From an optimization exercise on the open Yosys and OpenROAD flow, aimed at small area, a short achievable clock period and few clock cycles per item; shortcuts taken in it are not production practice.
The RTL was checked by simulation tests, not by an equivalence proof against the original design.
Power is estimated from default activity; no workload was simulated.

## flow/config.mk

```make
export PLATFORM = sky130hd
export DESIGN_NAME = AuctionSearch
export DESIGN_NICKNAME = AuctionSearch
export VERILOG_FILES = /design/flow/design.v
export SDC_FILE = /design/flow/constraint.sdc
export NUM_CORES = 4
export LEC_CHECK = 0
export CAP_MARGIN = 20
export CORE_MARGIN = 2
export CORE_UTILIZATION = 40
export PLACE_DENSITY = 0.6
export SLEW_MARGIN = 20
export SYNTH_HIERARCHICAL = 1
```

## flow/constraint.sdc

```tcl
create_clock -name core_clock -period 4.0 [get_ports {clock}]
set_input_delay 0.8000 -clock core_clock [delete_from_list [all_inputs] [get_ports {clock}]]
set_output_delay 0.8000 -clock core_clock [all_outputs]
set_load 0.01 [all_outputs]
```

## flow/design.v

```verilog
module ProcessingElement(
  input         clock,
  input         io_rewardIn_valid,
  input  [7:0]  io_rewardIn_bits_reward,
  input  [10:0] io_rewardIn_bits_idx,
  output [10:0] io_agentIdx,
  input  [7:0]  io_price,
  output [7:0]  io_diff,      
  output        io_neg,       
  output        io_zero,      
  output [7:0]  io_reward,
  output [7:0]  io_id
);
  reg [7:0] s1_reward;
  reg [7:0] s1_idx;
  reg       s1_valid;
  always @(posedge clock) begin
    s1_reward <= io_rewardIn_bits_reward;
    s1_idx    <= io_rewardIn_bits_idx[7:0];
    s1_valid  <= io_rewardIn_valid;
  end
  assign io_agentIdx = {3'd0, io_rewardIn_bits_idx[7:0]};
  wire [7:0] diff;
  wire borrow;
  Sub8 sub (.a(s1_reward), .b(io_price), .d(diff), .borrow(borrow));
  reg [7:0] s2_diff;
  reg       s2_neg;
  reg       s2_zero;
  reg [7:0] s2_reward;
  reg [7:0] s2_idx;
  always @(posedge clock) begin
    s2_diff   <= diff;
    s2_neg    <= borrow | ~s1_valid;
    s2_zero   <= borrow | ~s1_valid | (s1_reward == io_price);
    s2_reward <= s1_reward;
    s2_idx    <= s1_idx;
  end
  assign io_diff   = s2_diff;
  assign io_neg    = s2_neg;
  assign io_zero   = s2_zero;
  assign io_reward = s2_reward;
  assign io_id     = s2_idx;
endmodule
module Sub8(
  input  [7:0] a,
  input  [7:0] b,
  output [7:0] d,
  output       borrow
);
  wire [8:0] x = {1'b0, a} - {1'b0, b};
  assign d = x[7:0];
  assign borrow = x[8];
endmodule
module Ge8(
  input  [7:0] a,
  input  [7:0] b,
  output       y
);
  assign y = a >= b;
endmodule
module LaneCmp(
  input  [7:0] di,
  input        negi,
  input  [7:0] dj,
  input        zeroj,
  output       y
);
  wire ge;
  Ge8 c (.a(di), .b(dj), .y(ge));
  assign y = zeroj | (~negi & ge);
endmodule
module AccCmp(
  input  [7:0] a,
  input  [7:0] dj,
  input        zeroj,
  output       y
);
  wire ge;
  Ge8 c (.a(a), .b(dj), .y(ge));
  assign y = zeroj | ge;
endmodule
module Rank(
  input        act,       
  input  [27:0] g,        
  input  [7:0] ga,        
  input  [7:0] gs,        
  output reg [7:0] wL,
  output reg [7:0] sL,
  output reg   wA,
  output reg   sA,
  output reg   sS
);
  function one9(input [8:0] v);
    reg n01, o01, n23, o23, n45, o45, n67, o67, n03, o03, n47, o47, n07, o07;
    begin
      n01 = ~(v[0] | v[1]); o01 = v[0] ^ v[1];
      n23 = ~(v[2] | v[3]); o23 = v[2] ^ v[3];
      n45 = ~(v[4] | v[5]); o45 = v[4] ^ v[5];
      n67 = ~(v[6] | v[7]); o67 = v[6] ^ v[7];
      n03 = n01 & n23; o03 = (o01 & n23) | (n01 & o23);
      n47 = n45 & n67; o47 = (o45 & n67) | (n45 & o67);
      n07 = n03 & n47; o07 = (o03 & n47) | (n03 & o47);
      one9 = (o07 & ~v[8]) | (n07 & v[8]);
    end
  endfunction
  reg gm [0:7][0:7];
  reg [8:0] by [0:7];
  integer i, j, n;
  always @* begin
    n = 0;
    for (i = 0; i < 8; i = i + 1)
      for (j = 0; j < 8; j = j + 1)
        gm[i][j] = 1'b0;
    for (i = 0; i < 8; i = i + 1)
      for (j = i + 1; j < 8; j = j + 1) begin
        gm[i][j] = g[n];
        n = n + 1;
      end
    for (i = 0; i < 8; i = i + 1) begin
      by[i][8] = act & ga[i];
      by[i][7] = act & gs[i];
      for (j = 0; j < 7; j = j + 1)
        by[i][j] = (j < i) ? gm[j][i] : ~gm[i][j+1];
      wL[i] = ~|by[i];
      sL[i] = one9(by[i]);
    end
    wA = act & (&ga);
    sA = act & one9({1'b0, ~ga});
    sS = act & (&gs);
  end
endmodule
module Sel10(
  input  [79:0] v,
  input  [9:0]  s,
  output reg [7:0] y
);
  integer i;
  always @* begin
    y = 8'd0;
    for (i = 0; i < 10; i = i + 1)
      y = y | ({8{s[i]}} & v[8*i +: 8]);
  end
endmodule
module SearchTask(
  input         clock,
  input         reset,
  input         io_inValid,
  input         io_inLast,
  output        io_inReady,
  input  [63:0] io_diff,
  input  [7:0]  io_neg,
  input  [7:0]  io_zero,
  input  [63:0] io_reward,
  input  [63:0] io_id,
  input         io_resultOut_ready,
  output        io_resultOut_valid,
  output [10:0] io_resultOut_bits_winner,
  output [7:0]  io_resultOut_bits_bid
);
  reg       s_valid;    
  reg       s_last;     
  reg       s2_valid;   
  reg       s2_last;
  reg       act;        
  reg       done;       
  reg [7:0] accBest;
  reg [7:0] accSecond;
  reg [7:0] accId;
  reg [7:0] accReward;
  wire busy = (done & ~io_resultOut_ready) | (s_valid & s_last) | (s2_valid & s2_last);
  assign io_inReady = ~busy;
  wire [27:0] g;
  wire [7:0]  ga, gs;
  genvar i, j;
  generate
    for (i = 0; i < 8; i = i + 1) begin : row
      for (j = i + 1; j < 8; j = j + 1) begin : col
        LaneCmp c (.di(io_diff[8*i +: 8]), .negi(io_neg[i]), .dj(io_diff[8*j +: 8]),
                   .zeroj(io_zero[j]), .y(g[i*7 - (i*(i-1))/2 + (j-i-1)]));
      end
      AccCmp ca (.a(accBest),   .dj(io_diff[8*i +: 8]), .zeroj(io_zero[i]), .y(ga[i]));
      AccCmp cs (.a(accSecond), .dj(io_diff[8*i +: 8]), .zeroj(io_zero[i]), .y(gs[i]));
    end
  endgenerate
  wire [7:0] wL, sL;
  wire       wA, sA, sS;
  Rank rank (.act(act), .g(g), .ga(ga), .gs(gs), .wL(wL), .sL(sL), .wA(wA), .sA(sA), .sS(sS));
  wire [63:0] ben;
  generate
    for (i = 0; i < 8; i = i + 1) begin : bn
      assign ben[8*i +: 8] = io_neg[i] ? 8'd0 : io_diff[8*i +: 8];
    end
  endgenerate
  wire [7:0] nBest, nSecond, nId, nReward;
  Sel10 mb (.v({ben, 8'd0, accBest}),       .s({wL, 1'b0, wA}),  .y(nBest));
  Sel10 ms (.v({ben, accSecond, accBest}),  .s({sL, sS, sA}),    .y(nSecond));
  Sel10 mi (.v({io_id, 8'd0, accId}),       .s({wL, 1'b0, wA}),  .y(nId));
  Sel10 mr (.v({io_reward, 8'd0, accReward}), .s({wL, 1'b0, wA}), .y(nReward));
  always @(posedge clock) begin
    if (reset) begin
      s_valid  <= 1'b0;
      s2_valid <= 1'b0;
      act      <= 1'b0;
      done    <= 1'b0;
    end else begin
      s_valid  <= io_inValid & ~busy;
      s2_valid <= s_valid;
      if (s2_valid) begin
        act  <= ~s2_last;
        done <= s2_last;
      end else if (io_resultOut_ready) begin
        done <= 1'b0;
      end
    end
    s_last  <= io_inLast;
    s2_last <= s_last;
    if (s2_valid) begin
      accBest   <= nBest;
      accSecond <= nSecond;
      accId     <= nId;
      accReward <= nReward;
    end
  end
  assign io_resultOut_valid       = done;
  assign io_resultOut_bits_winner = {3'd0, accId};
  assign io_resultOut_bits_bid    = (accBest == 8'd0) ? 8'd0 :
                                    accReward - accSecond + {7'd0, accBest == accSecond};
endmodule
module AuctionSearch(
  input         clock,
  input         reset,
  output        io_rewardIn_0_ready,
  input         io_rewardIn_0_valid,
  input  [7:0]  io_rewardIn_0_reward,
  input  [10:0] io_rewardIn_0_idx,
  input         io_rewardIn_0_last,
  output [10:0] io_agentIdx_0,
  input  [7:0]  io_price_0,
  output        io_rewardIn_1_ready,
  input         io_rewardIn_1_valid,
  input  [7:0]  io_rewardIn_1_reward,
  input  [10:0] io_rewardIn_1_idx,
  output [10:0] io_agentIdx_1,
  input  [7:0]  io_price_1,
  output        io_rewardIn_2_ready,
  input         io_rewardIn_2_valid,
  input  [7:0]  io_rewardIn_2_reward,
  input  [10:0] io_rewardIn_2_idx,
  output [10:0] io_agentIdx_2,
  input  [7:0]  io_price_2,
  output        io_rewardIn_3_ready,
  input         io_rewardIn_3_valid,
  input  [7:0]  io_rewardIn_3_reward,
  input  [10:0] io_rewardIn_3_idx,
  output [10:0] io_agentIdx_3,
  input  [7:0]  io_price_3,
  output        io_rewardIn_4_ready,
  input         io_rewardIn_4_valid,
  input  [7:0]  io_rewardIn_4_reward,
  input  [10:0] io_rewardIn_4_idx,
  output [10:0] io_agentIdx_4,
  input  [7:0]  io_price_4,
  output        io_rewardIn_5_ready,
  input         io_rewardIn_5_valid,
  input  [7:0]  io_rewardIn_5_reward,
  input  [10:0] io_rewardIn_5_idx,
  output [10:0] io_agentIdx_5,
  input  [7:0]  io_price_5,
  output        io_rewardIn_6_ready,
  input         io_rewardIn_6_valid,
  input  [7:0]  io_rewardIn_6_reward,
  input  [10:0] io_rewardIn_6_idx,
  output [10:0] io_agentIdx_6,
  input  [7:0]  io_price_6,
  output        io_rewardIn_7_ready,
  input         io_rewardIn_7_valid,
  input  [7:0]  io_rewardIn_7_reward,
  input  [10:0] io_rewardIn_7_idx,
  output [10:0] io_agentIdx_7,
  input  [7:0]  io_price_7,
  input         io_resultOut_ready,
  output        io_resultOut_valid,
  output [10:0] io_resultOut_winner,
  output [7:0]  io_resultOut_bid
);
  wire        ready;
  wire [63:0] diff, reward, id;
  wire [7:0]  neg, zero;
  assign io_rewardIn_0_ready = ready;
  assign io_rewardIn_1_ready = ready;
  assign io_rewardIn_2_ready = ready;
  assign io_rewardIn_3_ready = ready;
  assign io_rewardIn_4_ready = ready;
  assign io_rewardIn_5_ready = ready;
  assign io_rewardIn_6_ready = ready;
  assign io_rewardIn_7_ready = ready;
  ProcessingElement pes_0 (
    .clock(clock),
    .io_rewardIn_valid(io_rewardIn_0_valid),
    .io_rewardIn_bits_reward(io_rewardIn_0_reward),
    .io_rewardIn_bits_idx(io_rewardIn_0_idx),
    .io_agentIdx(io_agentIdx_0),
    .io_price(io_price_0),
    .io_diff(diff[7:0]),
    .io_neg(neg[0]),
    .io_zero(zero[0]),
    .io_reward(reward[7:0]),
    .io_id(id[7:0])
  );
  ProcessingElement pes_1 (
    .clock(clock),
    .io_rewardIn_valid(io_rewardIn_1_valid),
    .io_rewardIn_bits_reward(io_rewardIn_1_reward),
    .io_rewardIn_bits_idx(io_rewardIn_1_idx),
    .io_agentIdx(io_agentIdx_1),
    .io_price(io_price_1),
    .io_diff(diff[15:8]),
    .io_neg(neg[1]),
    .io_zero(zero[1]),
    .io_reward(reward[15:8]),
    .io_id(id[15:8])
  );
  ProcessingElement pes_2 (
    .clock(clock),
    .io_rewardIn_valid(io_rewardIn_2_valid),
    .io_rewardIn_bits_reward(io_rewardIn_2_reward),
    .io_rewardIn_bits_idx(io_rewardIn_2_idx),
    .io_agentIdx(io_agentIdx_2),
    .io_price(io_price_2),
    .io_diff(diff[23:16]),
    .io_neg(neg[2]),
    .io_zero(zero[2]),
    .io_reward(reward[23:16]),
    .io_id(id[23:16])
  );
  ProcessingElement pes_3 (
    .clock(clock),
    .io_rewardIn_valid(io_rewardIn_3_valid),
    .io_rewardIn_bits_reward(io_rewardIn_3_reward),
    .io_rewardIn_bits_idx(io_rewardIn_3_idx),
    .io_agentIdx(io_agentIdx_3),
    .io_price(io_price_3),
    .io_diff(diff[31:24]),
    .io_neg(neg[3]),
    .io_zero(zero[3]),
    .io_reward(reward[31:24]),
    .io_id(id[31:24])
  );
  ProcessingElement pes_4 (
    .clock(clock),
    .io_rewardIn_valid(io_rewardIn_4_valid),
    .io_rewardIn_bits_reward(io_rewardIn_4_reward),
    .io_rewardIn_bits_idx(io_rewardIn_4_idx),
    .io_agentIdx(io_agentIdx_4),
    .io_price(io_price_4),
    .io_diff(diff[39:32]),
    .io_neg(neg[4]),
    .io_zero(zero[4]),
    .io_reward(reward[39:32]),
    .io_id(id[39:32])
  );
  ProcessingElement pes_5 (
    .clock(clock),
    .io_rewardIn_valid(io_rewardIn_5_valid),
    .io_rewardIn_bits_reward(io_rewardIn_5_reward),
    .io_rewardIn_bits_idx(io_rewardIn_5_idx),
    .io_agentIdx(io_agentIdx_5),
    .io_price(io_price_5),
    .io_diff(diff[47:40]),
    .io_neg(neg[5]),
    .io_zero(zero[5]),
    .io_reward(reward[47:40]),
    .io_id(id[47:40])
  );
  ProcessingElement pes_6 (
    .clock(clock),
    .io_rewardIn_valid(io_rewardIn_6_valid),
    .io_rewardIn_bits_reward(io_rewardIn_6_reward),
    .io_rewardIn_bits_idx(io_rewardIn_6_idx),
    .io_agentIdx(io_agentIdx_6),
    .io_price(io_price_6),
    .io_diff(diff[55:48]),
    .io_neg(neg[6]),
    .io_zero(zero[6]),
    .io_reward(reward[55:48]),
    .io_id(id[55:48])
  );
  ProcessingElement pes_7 (
    .clock(clock),
    .io_rewardIn_valid(io_rewardIn_7_valid),
    .io_rewardIn_bits_reward(io_rewardIn_7_reward),
    .io_rewardIn_bits_idx(io_rewardIn_7_idx),
    .io_agentIdx(io_agentIdx_7),
    .io_price(io_price_7),
    .io_diff(diff[63:56]),
    .io_neg(neg[7]),
    .io_zero(zero[7]),
    .io_reward(reward[63:56]),
    .io_id(id[63:56])
  );
  SearchTask search (
    .clock(clock),
    .reset(reset),
    .io_inValid(io_rewardIn_0_valid),
    .io_inLast(io_rewardIn_0_last),
    .io_inReady(ready),
    .io_diff(diff),
    .io_neg(neg),
    .io_zero(zero),
    .io_reward(reward),
    .io_id(id),
    .io_resultOut_ready(io_resultOut_ready),
    .io_resultOut_valid(io_resultOut_valid),
    .io_resultOut_bits_winner(io_resultOut_winner),
    .io_resultOut_bits_bid(io_resultOut_bid)
  );
endmodule
```

## flow/run.sh

```bash
#!/bin/bash
# synth_recipe.tcl (not shown) runs the flow's synth.tcl, then flattens the netlist and writes it again
# the make line also repeats each setting of config.mk as NAME=value (left out here)
make -C /OpenROAD-flow-scripts/flow DESIGN_CONFIG=/design/flow/config.mk WORK_HOME=/design/flow/orfs CLKGATE_MAP_FILE= SYNTH_SCRIPT=/design/flow/synth_recipe.tcl finish
```

==> out/qor.txt <==
==========================================================================================
Count of final hold-check violations                                                     0
Count of endpoints failing setup in the final report                                     1
Vias in the first global route                                                      21,300
Leakage power figure                                                               16.0 nW
Sum of met3 wire segment lengths after detailed routing                            6020 µm
Clock transition at the registers of the reported paths                              60 ps
Maximum net fanout on the critical path                                                  2
WL met1                                                                          36,100 µm
Fill cell instance count of the final layout                                         5,814
Reg-to-reg slack, setup                                                             150 ps
Mux share of post-synthesis cell area                                                   0%
Clk_skew                                                                           12.9 ps
Height of the die                                                                   256 µm
Ys flop type                                                                  sky130_fd_sc_hd__dfxtp_1
Routability congestion estimate from global placement                                0.949
Wire length of the first global-routing pass                                    129,000 µm
Dominant combinational cell family by area after synthesis                     adder cells
EDFF count, synth                                                                       32
Overall routing resource usage                                                       25.9%
Worst flop-to-flop path startpoint                                            pes_5.s2_diff[7]$_DFF_P_
Number of remaining DRC errors                                                           0
Synth Cell Area                                                                 0.0253 mm²
Number of top-level pins                                                               344
Via density                                                                           5.31
Yosys warnings                                                                          12
Routed wire length per instance                                                    22.2 µm
Storage cell area                                                              0.00799 mm²
Crit-path slowest cell                                                        sky130_fd_sc_hd__edfxtp_1
Clock tree from TritonCTS                                                              yes
Crit-path max cell delay                                                            400 ps
Syn_area_per_cell                                                                 9.54 µm²
Number of clock sinks                                                                  382
Number of nets with antenna violations after routing                                     0
Post-synthesis share of cell area spent on and, or, nand and nor gates               9.06%
Floorplan die area                                                              0.0654 mm²
Routed wl met2                                                                   39,300 µm
Setup repair after global routing missed its margin                                   true
Hold Path Sink                                                                pes_3.s2_idx[4]$_DFF_P_
Max Clock Freq                                                                     248 MHz
Pin count of the biggest net entering global routing                                    36
Worst endpoint required time                                                       3200 ps
Synthesized instance count                                                           2,656
Start point of the worst min-delay path                                       pes_3.s1_idx[4]$_DFF_P_
Maxcap violations                                                                        0
Number of cells traversed by the worst register-to-register path                        14
Area of the core                                                                0.0629 mm²
Pwr Density                                                                     440 mW/mm²
Sequential area share after synthesis                                                31.4%
Antenna violations before repair                                                         8
Core Rows                                                                               92
Maximum clock insertion buffer count                                                     3
Crit start category                                                               register
Shortest clock period the worst path allows after layout                           4020 ps
Worst hold path class                                                         register to register
Multi-input combinational cell area                                             0.0147 mm²
Total negative slack for setup checks                                             -24.2 ps
Non-filler cells in the finished layout                                              3,898
CP Cell Sequence                                                              xor2_1 > nor4_2 > nand2_1 > ha_4 > inv_2 > ha_4 > fa_2 > buf_4 > a21o_2 > a211oi_2 > nor3_2 > buf_2
Worst voltage drop across the vdd grid                                              326 µV
Top-count cell post-synth                                                     sky130_fd_sc_hd__inv_1
Top sig layer                                                                         met5
Area contributors post-synth                                                  sky130_fd_sc_hd__dfxtp_1 28%, sky130_fd_sc_hd__ha_1 23%, sky130_fd_sc_hd__inv_1 7.5%, sky130_fd_sc_hd__a21o_1 5.3%, sky130_fd_sc_hd__a221oi_2 4.5%
TritonCTS buffer count                                                                  38
Compound-gate portion of the synthesized area                                        19.7%
Detailed Route Iter0 Violations                                                      1,443
Count of different cell masters after synthesis                                         53
Layout check failures                                                         setup timing
Run status                                                                    complete, but fails checks
Crit share post-route                                                                 101%
Share of synthesized cell area in full adder, half adder and majority cells          23.7%
H-tree depth reported by CTS                                                             2
Die boundary width                                                                  256 µm
Leftover overflow at the end of global routing                                           0
Clock tree root buffer cell                                                   sky130_fd_sc_hd__clkbuf_16
Fraction of layout cells with a size suffix above 1                                  12.2%
Worst slew margin                                                                    37.0%
Detailed-router iteration count before antenna repair                                    6
CP dominant cell by count                                                     sky130_fd_sc_hd__ha_4
Fraction of synthesis flops using an asynchronous set or reset pin                      0%
Largest area contributor in the netlist                                       sky130_fd_sc_hd__dfxtp_1
Number of instances on the worst hold path                                               0
Arr. time, crit path                                                               3220 ps
Worst setup timing slack at the placement stage                                   -28.1 ps
Total wire length after detailed routing                                         86,400 µm
Post-synthesis to final-layout area growth                                           23.1%
Commonest cells in the netlist                                                505 x sky130_fd_sc_hd__inv_1, 466 x sky130_fd_sc_hd__ha_1, 350 x sky130_fd_sc_hd__dfxtp_1, 178 x sky130_fd_sc_hd__a21o_1, 106 x sky130_fd_sc_hd__a22oi_1
Reg-to-reg critical path endpoint                                             search.accSecond[7]$_DFFE_PP_
Routed via count                                                                    20,700
Endpoint type of the worst setup path                                           output pin
Number of I/O port buffers                                                             292
Initial standard-cell utilization of the core                                        40.3%
NumNets Final                                                                        3,721
Fraction of synthesized cell area in xor and xnor cells                              4.25%
Final number of max-transition violations                                                0
Instance count after placement with tap cells included                               3,823
Number of flip-flops and latches in the synthesized netlist                            382
Later-pin clock latency in the skew report                                          550 ps
Half-perimeter wire length after detailed placement                              67,000 µm
Portion of synthesized cell area occupied by the leading cell type                   27.6%
Slew at the pin with the worst max-slew slack                                       945 ps
Classification of the worst setup path                                        register to output pin
Post-route setup slack                                                            -24.2 ps
==========================================================================================
[Yosys stat by module (local to each module, per instance)]
module	flip-flops and latches	cells	area, µm²
Sub8	0	46	327
Rank	0	151	1090
SearchTask	38	190	2130
LaneCmp	0	2	11.3
AuctionSearch	0	7	52.6
AccCmp	0	1	6.26
ProcessingElement	43	67	1050
Sel10	0	58	485
Ge8	0	25	198
[cell usage in the layout (no fill, tap or decap), types with 48 or more instances in the layout]
cell	instances
sky130_fd_sc_hd__dfxtp_1	337
sky130_fd_sc_hd__nand2_1	49
sky130_fd_sc_hd__a22oi_1	106
sky130_fd_sc_hd__xnor2_1	58
sky130_fd_sc_hd__inv_1	504
sky130_fd_sc_hd__nand3_1	48
sky130_fd_sc_hd__buf_4	100
sky130_fd_sc_hd__nor2b_1	81
sky130_fd_sc_hd__nand2b_1	52
sky130_fd_sc_hd__ha_1	464
sky130_fd_sc_hd__a31oi_1	61
sky130_fd_sc_hd__clkdlybuf4s50_1	285
sky130_fd_sc_hd__conb_1	54
sky130_fd_sc_hd__a221oi_2	76
sky130_fd_sc_hd__a21o_1	178
sky130_fd_sc_hd__xor2_1	65
[routing by layer]
| metal | up-vias | GRT usage (%) |
|---|---|---|
| met5 | - | 0 |
| met4 | 10 | 12.9 |
| met3 | 222 | 4.06 |
| met2 | 735 | 43.2 |
| met1 | 9890 | 32.4 |
| li1 | 9823 | - |
[worst max-delay path by stage]
stage	start	to	cells after the start
finish	search.accSecond[3]$_DFFE_PP_	io_resultOut_bid[4]	12
global route	search.accBest[2]$_DFFE_PP_	io_resultOut_bid[4]	12
CTS	search.accSecond[0]$_DFFE_PP_	io_resultOut_bid[4]	12
detailed placement	search.accSecond[3]$_DFFE_PP_	io_resultOut_bid[6]	12
global placement	search.accSecond[3]$_DFFE_PP_	io_resultOut_bid[4]	11
floorplan	search.accBest[7]$_DFFE_PP_	io_resultOut_bid[4]	10
[power by group]
group | internal, mW | total, mW | switching, mW
clock | 2.28 | 3.80 | 1.52
combinational | 2.46 | 5.27 | 2.81
sequential | 4.19 | 4.67 | 0.487
[stage by stage]
stage,cell area [µm²],total power [mW],hold slack (ps),util [%]
3_3_place_gp,29800,9.61,311,47.4
6_report,31200,13.7,325,49.7
5_1_grt,31200,14.5,329,49.6
4_1_cts,31100,13.7,326,49.6
3_5_place_dp,29800,9.92,312,47.4
2_1_floorplan,25500,7.74,310,-
[kinds of logic (layout without fill, tap and decap cells)]
group | after synthesis | after routing
adders and majority gates | 475 | 475
AOI/OAI and AO/OA | 611 | 611
and+or+nand+nor | 401 | 401
other | 9 | 59
xor gates and xnor gates | 123 | 123
buffers and inverters | 655 | 1001
DFF | 382 | 382
[layout make-up]
| type | count | share of cell area [%] |
|---|---|---|
| timing repair buffer | 419 | 13.4 |
| clock buffer | 49 | 3.38 |
| tap | 846 | 3.39 |
| inverter | 513 | 6.17 |
| multi-input combinational | 1664 | 47.0 |
| clock inverter | 20 | 0.990 |
| antenna | 5 | 0.0401 |
| sequential | 382 | 25.6 |
[critical path: cells and delay by family, from the launching register on]
family | cells | cell delay [ps]
XOR/XNOR | 1 | 190
flip-flops | 1 | 400
adder cells (fa/ha/maj) | 3 | 790
AO/OA/AOI/OAI | 2 | 410
buffers and inverters | 3 | 340
AND/OR/NAND/NOR | 3 | 560
[repair_timing]
item | CTS | global route
setup endpoints to repair | 8 | 21
pin swaps | 8 | 8
gates resized for setup | 25 | 24
hold buffers | 0 | 0
buffers inserted | 1 | 0
Testbench counts, summed over its fixed seeds: cycles 37,746, rounds 5,813.

## what the ideal ports hide
Ports are ideal in the flow. The routed layout listed here was re-timed in OpenROAD. Step 1 assumes that a clkbuf_16 drives the clock port and a buf_2 every other input. Step 2 also shifts input and output timing later by t, the mid clock arrival at the registers, as if the neighbouring blocks saw the same clock. Three values: ideal, step 1, step 2; two values: the first two.
t, ns: 0.605
slack for setup (ns): -0.024 / -0.086 / 0.150
clock arrival spread, ns: 0.013 / 0.013
worst register clock-pin slew, ns: 0.07 / 0.07
cell pins on the clock port's net: 1
For this run, drivers alone change the setup slack by -0.062 ns; drivers and shift together by +0.174 ns.
